Background: an optimization exercise with open tools, aiming at small area. Do not read the settings as production practice. In this exercise RTL edits were held to simulation tests only and were not proved equivalent to the original. No activity file was given, so power comes from the tool's default toggle rates.

==> build 57 <==
Design Interfaz, start of the top module:
module Interfaz(
    input wire clk,reset,
    input wire instrucciones,ProgramarCrono,ring,
    input wire inicioSecuencia,
    input wire [7:0] datoRTC,
    input wire [7:0] cursor,
    input wire Escribir,
    output wire  [11:0] rgbO,
    output wire hsync,vsync,
    output wire video_on,
    input wire [7:0] datos0,datos1,datos2,datos3,datos4,datos5,datos6,datos7,datos8,
    datos9,datos10,
    output wire [9:0] pixelx, pixely,
    output wire [17:0] rom_addrGraficos,
    input wire [11:0] datoGraficos
    );
Settings: LEC_CHECK=0, ABC_AREA=1, CAP_MARGIN=10, CORE_MARGIN=2, CORE_UTILIZATION=50, GPL_TIMING_DRIVEN=0, SLEW_MARGIN=10, SYNTH_MEMORY_MAX_BITS=32768; clock period 10.0 ns.
standard.sh (not shown) runs the stock make flow with config.mk's settings and CLKGATE_MAP_FILE= SYNTH_SCRIPT=/design/flow/synth_recipe.tcl, a recipe that flattens the netlist after the stock synthesis.
==> flow/flow/run.sh <==
#!/bin/bash
# Own layout flow: the standard ORFS flow with changes that only affect cell area:
#  - synthesis maps the logic with an area-oriented ABC script (flow/abc_area.script) and
#    without the adder extraction pass (ADDER_MAP_FILE empty); registers are untouched;
#  - ports are buffered with sky130_fd_sc_hd__buf_1 instead of the resizer's default choice;
#  - the clock tree is built from sky130_fd_sc_hd__clkbuf_8 without dummy loads.
# Each make run writes its full output to its own log file here.
set -euo pipefail
W=$PWD
mkdir -p "$W/scripts_area"
cp -r "$FLOW_HOME/scripts/." "$W/scripts_area/"
cp "$W/flow/abc_area.script" "$W/scripts_area/abc_area.script"
ARGS=(SCRIPTS_DIR="$W/scripts_area" ABC_AREA=1 ADDER_MAP_FILE=
  BUFFER_PORTS_ARGS="-buffer_cell sky130_fd_sc_hd__buf_1"
  CTS_ARGS="-sink_clustering_enable -repair_clock_nets -buf_list sky130_fd_sc_hd__clkbuf_8 -root_buf sky130_fd_sc_hd__clkbuf_8 -sink_clustering_size 14 -dont_use_dummy_load")
bash standard.sh "${ARGS[@]}" synth > "$W/flow_synth.log" 2>&1
bash standard.sh "${ARGS[@]}" finish > "$W/flow_finish.log" 2>&1
==> flow/flow/abc_area.script <==
strash
ifraig
scorr
dc2
strash
&get -n
&dch -f
&nf -R 1000
&put
strash
&get -n
&dch -f
&nf -R 1000
&put
strash
&get -n
&dch -f
&nf -R 1000
&put
strash
&get -n
&dch -f
&nf -R 1000
&put
strash
&get -n
&dch -f
&nf -R 1000
&put
==> inputs of trial 72, as changes to build 57 <==
==> flow/flow/run.sh (replaced) <==
#!/bin/bash
# Own layout flow: the standard ORFS flow with three changes that only affect cell area:
#  - synthesis maps the logic with an area-oriented ABC script (flow/abc_area.script) and
#    without the adder extraction pass (ADDER_MAP_FILE empty); registers are untouched;
#  - ports are buffered with sky130_fd_sc_hd__buf_1 instead of the resizer's default choice.
# Each make run writes its full output to its own log file here.
set -euo pipefail
W=$PWD
mkdir -p "$W/scripts_area"
cp -r "$FLOW_HOME/scripts/." "$W/scripts_area/"
cp "$W/flow/abc_area.script" "$W/scripts_area/abc_area.script"
bash standard.sh SCRIPTS_DIR="$W/scripts_area" ABC_AREA=1 ADDER_MAP_FILE= \
  BUFFER_PORTS_ARGS="-buffer_cell sky130_fd_sc_hd__buf_1" synth > "$W/flow_synth.log" 2>&1
bash standard.sh SCRIPTS_DIR="$W/scripts_area" ABC_AREA=1 ADDER_MAP_FILE= \
  BUFFER_PORTS_ARGS="-buffer_cell sky130_fd_sc_hd__buf_1" finish > "$W/flow_finish.log" 2>&1
==> flow/flow/abc_area.script (replaced) <==
strash
ifraig
scorr
dc2
strash
&get -n
&dch -f
&nf -R 1000
&put
strash
&get -n
&dch -f
&nf -R 1000
&put
strash
&get -n
&dch -f
&nf -R 1000
&put
--- a/flow/config.mk
+++ b/flow/config.mk
@@ -8,7 +8,6 @@
 export ABC_AREA = 1
-export CAP_MARGIN = 10
+export CAP_MARGIN = 20
 export CORE_MARGIN = 2
-export CORE_UTILIZATION = 50
-export GPL_TIMING_DRIVEN = 0
-export SLEW_MARGIN = 10
+export CORE_UTILIZATION = 60
+export SLEW_MARGIN = 20
 export SYNTH_MEMORY_MAX_BITS = 32768
==> run notes <==
- Post-synthesis mux area share: 0.312%
- Synth Cell Area: 0.0104 mm2
- Slowest cell on crit path: nor2_1
- Routed wire per std cell: 25.6 um
- Synth Area in XOR/XNOR: 2.94%
- Status: finished clean
- Clock-cell share of area: 1.99%
- R2r startpoint: SincronizadorVGA_unit.vcount_reg[3]
- Worst EP required: 10290 ps
- Tap Cells: 270
- Fin Hold WS: 476 ps
the above is filed under build 57

==> run notes <==
- Tap Cells: 225
- Yosys reg bits: 135
- Dpl hpwl: 32500 um
- Slew headroom: 16.9%
- Fin Hold WS: 510 ps
- Synth Cell Area: 0.0104 mm2
- Routed wire per std cell: 25.6 um
- Clock-cell share of area: 5.16%
- R2r startpoint: SincronizadorVGA_unit.vcount_reg[2]
- Synth area leader: edfxtp_1
- Status: finished clean
- Reg2reg end: code[0]
- Seq pwr share: 45.8%
- Slew Viols, Final: 0
- First drt pass iteration count: 11
- Synth Area in XOR/XNOR: 3.27%
- Worst EP required: 10130 ps
- Post-synthesis mux area share: 0%
the above is filed under trial 72


---

==> pepper <==
Interfaz, a different RTL version from the one above (not shown whole).
==> flow/config.mk <==
export PLATFORM = sky130hd
export DESIGN_NAME = Interfaz
export DESIGN_NICKNAME = Interfaz
export VERILOG_FILES = /design/flow/design.v
export SDC_FILE = /design/flow/constraint.sdc
export NUM_CORES = 4
export LEC_CHECK = 0
export ABC_AREA = 1
export CAP_MARGIN = 20
export CORE_MARGIN = 2
export CORE_UTILIZATION = 60
export SLEW_MARGIN = 20
export SYNTH_MEMORY_MAX_BITS = 32768
==> flow/constraint.sdc <==
create_clock -name core_clock -period 10.0 [get_ports {clk}]
set_input_delay 2.0000 -clock core_clock [delete_from_list [all_inputs] [get_ports {clk}]]
set_output_delay 2.0000 -clock core_clock [all_outputs]
set_load 0.01 [all_outputs]
run.sh (not shown) runs the stock make flow with config.mk's settings and CLKGATE_MAP_FILE= SYNTH_SCRIPT=/design/flow/synth_recipe.tcl, a recipe that flattens the netlist after the stock synthesis.
Stock flow here: none of the scripts above is used.
==> nickel: changes against pepper <==
==> flow/flow/run.sh (new file) <==
#!/bin/bash
# Own layout flow: the standard ORFS flow with three changes that only affect cell area:
#  - synthesis maps the logic with an area-oriented ABC script (flow/abc_area.script) and
#    without the adder extraction pass (ADDER_MAP_FILE empty); registers are untouched;
#  - ports are buffered with sky130_fd_sc_hd__buf_1 instead of the resizer's default choice.
# Each make run writes its full output to its own log file here.
set -euo pipefail
W=$PWD
mkdir -p "$W/scripts_area"
cp -r "$FLOW_HOME/scripts/." "$W/scripts_area/"
cp "$W/flow/abc_area.script" "$W/scripts_area/abc_area.script"
bash standard.sh SCRIPTS_DIR="$W/scripts_area" ABC_AREA=1 ADDER_MAP_FILE= \
  BUFFER_PORTS_ARGS="-buffer_cell sky130_fd_sc_hd__buf_1" synth > "$W/flow_synth.log" 2>&1
bash standard.sh SCRIPTS_DIR="$W/scripts_area" ABC_AREA=1 ADDER_MAP_FILE= \
  BUFFER_PORTS_ARGS="-buffer_cell sky130_fd_sc_hd__buf_1" finish > "$W/flow_finish.log" 2>&1
==> flow/flow/abc_area.script (new file) <==
strash
ifraig
scorr
dc2
strash
&get -n
&dch -f
&nf -R 1000
&put
==> flow/standard.sh (new file) <==
#!/bin/bash
# synth_recipe.tcl (not shown) runs the flow's synth.tcl, then flattens the netlist and writes it again
# the make line also repeats each setting of config.mk as NAME=value (left out here)
make -C /OpenROAD-flow-scripts/flow DESIGN_CONFIG=/design/flow/config.mk WORK_HOME=/design/flow/orfs CLKGATE_MAP_FILE= SYNTH_SCRIPT=/design/flow/synth_recipe.tcl "${@:-finish}"
removed: flow/run.sh
==> notes <==
Between nickel and pepper, the lower final area is in nickel (gap about 20%, measured against pepper). Register-to-register slack: pepper is better than nickel (2.3 ns). Maximum frequency: nickel is lower than pepper (about 11%). In count of clock-buffer cells in the layout, nickel and pepper do not differ. Between pepper and nickel, the lower clock power is in nickel (gap 3.2%, measured against nickel).

---

==> run a: inputs <==
Another version of the RTL of Interfaz (not shown whole).
clock: 10.0 ns
lec_check: 0
abc_area: 1
cap_margin: 20
core_margin: 2
core_utilization: 50
gpl_timing_driven: 0
slew_margin: 20
synth_memory_max_bits: 32768
standard.sh (not shown) runs the stock make flow with config.mk's settings and CLKGATE_MAP_FILE= SYNTH_SCRIPT=/design/flow/synth_recipe.tcl, a recipe that flattens the netlist after the stock synthesis.
==> flow/flow/run.sh <==
#!/bin/bash
# Own layout flow: the standard ORFS flow with changes that only affect cell area:
#  - synthesis maps the logic with an area-oriented ABC script (flow/abc_area.script) and
#    without the adder extraction pass (ADDER_MAP_FILE empty); registers are untouched;
#  - ports are buffered with sky130_fd_sc_hd__buf_1 instead of the resizer's default choice;
#  - the clock tree is built from sky130_fd_sc_hd__clkbuf_8 without dummy loads.
# Each make run writes its full output to its own log file here.
set -euo pipefail
W=$PWD
mkdir -p "$W/scripts_area"
cp -r "$FLOW_HOME/scripts/." "$W/scripts_area/"
cp "$W/flow/abc_area.script" "$W/scripts_area/abc_area.script"
ARGS=(SCRIPTS_DIR="$W/scripts_area" ABC_AREA=1 ADDER_MAP_FILE=
  BUFFER_PORTS_ARGS="-buffer_cell sky130_fd_sc_hd__buf_1"
  CTS_ARGS="-sink_clustering_enable -repair_clock_nets -buf_list sky130_fd_sc_hd__clkbuf_8 -root_buf sky130_fd_sc_hd__clkbuf_8 -sink_clustering_size 12 -dont_use_dummy_load")
bash standard.sh "${ARGS[@]}" synth > "$W/flow_synth.log" 2>&1
bash standard.sh "${ARGS[@]}" finish > "$W/flow_finish.log" 2>&1
==> flow/flow/abc_area.script <==
strash
ifraig
scorr
dc2
strash
&get -n
&dch -f
&nf -R 1000
&put
strash
&get -n
&dch -f
&nf -R 1000
&put
strash
&get -n
&dch -f
&nf -R 1000
&put
==> run b: changes against run a <==
--- a/flow/design.v
+++ b/flow/design.v
@@ -1270,27 +1270,27 @@
 wire lower = ge(y, 10'd334) & ~ge(y, 10'd338);
 wire [2:0] r = upper ? y[2:0] : (3'd0 - y[2:0]);
 wire [3:0] ec = (e == 4'd10) ? 4'd1 : e;
 reg [2:0] corner;
 always @*
   case (r)
-    3'd0: corner = (ec == 4'd9 || ec <= 4'd3) ? 3'd0 : (ec == 4'd4) ? 3'd1 : (ec == 4'd5) ? 3'd3 : (ec <= 4'd7) ? 3'd2 : 3'd1;
-    3'd1: corner = (ec == 4'd9 || ec <= 4'd1) ? 3'd0 : (ec == 4'd2) ? 3'd1 : (ec <= 4'd4) ? 3'd2 : 3'd1;
-    3'd2: corner = (ec == 4'd9 || ec <= 4'd1) ? 3'd0 : (ec <= 4'd3) ? 3'd2 : 3'd1;
-    3'd3: corner = (ec == 4'd9 || ec == 4'd0) ? 3'd0 : (ec == 4'd1) ? 3'd1 : (ec == 4'd2) ? 3'd2 : 3'd1;
-    3'd4: corner = (ec == 4'd9) ? 3'd0 : (ec == 4'd1) ? 3'd3 : 3'd1;
-    3'd5: corner = (ec == 4'd9) ? 3'd0 : (ec == 4'd1) ? 3'd2 : 3'd1;
-    3'd6: corner = (ec == 4'd9) ? 3'd0 : (ec <= 4'd1) ? 3'd2 : 3'd1;
-    default: corner = (ec == 4'd9 || ec <= 4'd4) ? 3'd0 : (ec <= 4'd6) ? 3'd1 : (ec == 4'd7) ? 3'd2 : 3'd3;
+    3'd0: corner = (ec == 4'd9 || ec <= 4'd3) ? 3'd1 : (ec == 4'd4) ? 3'd3 : (ec == 4'd5) ? 3'd5 : (ec <= 4'd7) ? 3'd4 : 3'd3;
+    3'd1: corner = (ec == 4'd9 || ec <= 4'd1) ? 3'd1 : (ec == 4'd2) ? 3'd3 : (ec <= 4'd4) ? 3'd4 : 3'd3;
+    3'd2: corner = (ec == 4'd9 || ec <= 4'd1) ? 3'd1 : (ec <= 4'd3) ? 3'd4 : 3'd3;
+    3'd3: corner = (ec == 4'd9 || ec == 4'd0) ? 3'd1 : (ec == 4'd1) ? 3'd3 : (ec == 4'd2) ? 3'd4 : 3'd3;
+    3'd4: corner = (ec == 4'd9) ? 3'd1 : (ec == 4'd1) ? 3'd5 : 3'd3;
+    3'd5: corner = (ec == 4'd9) ? 3'd1 : (ec == 4'd1) ? 3'd4 : 3'd3;
+    3'd6: corner = (ec == 4'd9) ? 3'd1 : (ec <= 4'd1) ? 3'd4 : 3'd3;
+    default: corner = (ec == 4'd9 || ec <= 4'd4) ? 3'd1 : (ec <= 4'd6) ? 3'd3 : (ec == 4'd7) ? 3'd4 : 3'd5;
   endcase
 wire side = (ge(y, 10'd159) & ~ge(y, 10'd245)) | (ge(y, 10'd248) & ~ge(y, 10'd334));
 wire side_edge = (e == 4'd0) | ((e == 4'd10) & ge(y, 10'd248));
-wire [2:0] sidec = (e == 4'd9) ? 3'd0 : side_edge ? 3'd3 : 3'd1;
-wire [2:0] flat = (~ge(y, 10'd141)) ? 3'd4 : (~ge(y, 10'd152)) ? 3'd0 : (~ge(y, 10'd338)) ? 3'd0 :
-                  (~ge(y, 10'd349)) ? 3'd0 : (~ge(y, 10'd352)) ? 3'd4 : (~ge(y, 10'd354)) ? 3'd0 :
-                  (~ge(y, 10'd473)) ? 3'd4 : (~ge(y, 10'd481)) ? 3'd5 : 3'd4;
+wire [2:0] sidec = (e == 4'd9) ? 3'd1 : side_edge ? 3'd5 : 3'd3;
+wire [2:0] flat = (~ge(y, 10'd141)) ? 3'd0 : (~ge(y, 10'd152)) ? 3'd1 : (~ge(y, 10'd338)) ? 3'd1 :
+                  (~ge(y, 10'd349)) ? 3'd1 : (~ge(y, 10'd352)) ? 3'd0 : (~ge(y, 10'd354)) ? 3'd1 :
+                  (~ge(y, 10'd473)) ? 3'd0 : (~ge(y, 10'd481)) ? 3'd2 : 3'd0;
 always @*
   bgcolor = (upper | lower) ? corner : side ? sidec : flat;
 endmodule
 `timescale 1ns / 1ps
 module Interfaz(
     input wire clk,reset,
@@ -1404,13 +1404,13 @@
 reg [2:0] f8;
 reg [5:0] contadorx;
 wire [5:0] kx = ~ge(x, 10'd212) ? 6'd5 : ~ge(x, 10'd412) ? 6'd60 : ~ge(x, 10'd640) ? 6'd52 : 6'd5;
 wire [9:0] cx = add10({4'd0, x[5:0]}, {4'd0, kx});
 wire zona_cuadros = rng(y, 10'd152, 10'd338);
 always @(posedge clk) begin
-  color_addr <= fg ? 3'd5 : bgcolor;
+  color_addr <= fg ? 3'd2 : bgcolor;
   memInt <= fg ? ~fg_txt : ge(y, 10'd152);
   graficos <= fg_big;
   if (fg) code <= fgcode;
   else if (!zona_cuadros) code <= BLOCK;
   if (!memInt) f8 <= x[2:0];
   contadorx <= cx[5:0];
@@ -1434,12 +1434,22 @@
     6'd55: kdig = 10'd510;
     6'd56: kdig = 10'd611;
     6'd57: kdig = 10'd713;
     default: kdig = 10'd827;
   endcase
 assign rom_addrGraficos = {contadorx, 2'b00, add10(y, kdig)};
-wire [3:0] gris = {2'b00, color_addr[1:0]};
-wire [11:0] color = ~color_addr[2] ? {gris, gris, gris} : color_addr[0] ? 12'hFFE : 12'h032;
+reg [11:0] color;
+always @*
+  case (color_addr)
+    3'd0: color = 12'h032;
+    3'd1: color = 12'h000;
+    3'd2: color = 12'hFFE;
+    3'd3: color = 12'h111;
+    3'd4: color = 12'h222;
+    3'd5: color = 12'h333;
+    3'd6: color = 12'h032;
+    default: color = 12'h120;
+  endcase
 wire [11:0] colorMux = graficos ? datoGraficos :
                        (ring && rng(y, 10'd473, 10'd480)) ? 12'hf11 : color;
 assign rgbO = (font_bit && video_on) ? colorMux : 12'h032;
 endmodule
==> summary of the runs <==
Worst setup slack: run b is lower than run a (0.27 ns).
Against run b, the global-route usage of run a is higher by 1.1 points.
In run a the combinational power is larger than in run b, by about 2%.
Between run b and run a, the lower synthesized cell count is in run b (gap 1.9%, measured against run a).
Between run b and run a, the lower clock skew is in run b (gap 0.023 ns).
In run b the worst hold slack is better than in run a, by 0.0081 ns.
Non-clock buffer count is the same in run b and run a.
Run b passed the timing, design-rule and antenna checks. Run a produced a clean layout.
==> figures <==
|  | run b | run a |
|---|---|---|
| Result of the run | complete, no violations | complete, no violations |
| Setup Slack @ Placement | 2.02 ns | 2.56 ns |
| Buffers and inverters on the worst path | 1 | 3 |
| Met3 WL post-DR | 5.85 mm | 7.00 mm |
| Part of the Yosys area used for sequential elements | 36.4% | 35.9% |
| Leakage dissipation | 3.92 nW | 3.85 nW |
| Share of cell area taken by multi-input logic gates | 55.6% | 56.2% |
| Sw frac | 22.0% | 21.9% |
| Number of global-route vias before repair | 11973 | 12229 |
| Worst hold path startpoint | cargado$_DFFE_PP0P_ | memInt$_DFF_P_ |
| Least-Margin Pin Slew | 1.10 ns | 1.25 ns |
| Met1 layer usage reported by global route | 50.3% | 57.1% |
| Hold worst-path end | cargado$_DFFE_PP0P_ | font_bit$_DFF_PP0_ |
| Worst Path Arrival | 8.53 ns | 6.13 ns |
| Share of the final layout cell area in sequential cells | 32.3% | 31.9% |

## afterwards: timing with drivers on the ports
How much do the figures lean on ideal ports? The routed layouts below were timed once more, with nothing changed but the port constraints.
Step 1: set_driving_cell puts a clkbuf_16 on clk and a buf_2 on each other input, an assumption about the parent block.
Step 2 adds t to the input delays and takes it off the output delays; t is the mean of the earliest and latest rising clock arrival at the registers after step 1. Input paths then give back, and output paths get back, about the clock's delay inside the block.
Three values: ideal ports, drivers, drivers and shift; two values: the first two.
| run | t, ns | setup WS [ns] | clock arrival spread, ns |
|---|---|---|---|
| build 57 | 0.477 | 2.107 / 2.107 / 2.107 | 0.038 / 0.037 |
| trial 72 | 0.482 | 1.441 / 1.441 / 1.441 | 0.019 / 0.020 |
| pepper | 0.491 | 2.889 / 2.838 / 3.329 | 0.022 / 0.022 |
| nickel | 0.482 | 1.968 / 1.968 / 1.968 | 0.015 / 0.015 |
| run a | 0.482 | 1.865 / 1.822 / 2.185 | 0.050 / 0.051 |
| run b | 0.490 | 1.594 / 1.594 / 1.594 | 0.044 / 0.044 |
After both steps every run listed still meets setup and hold.
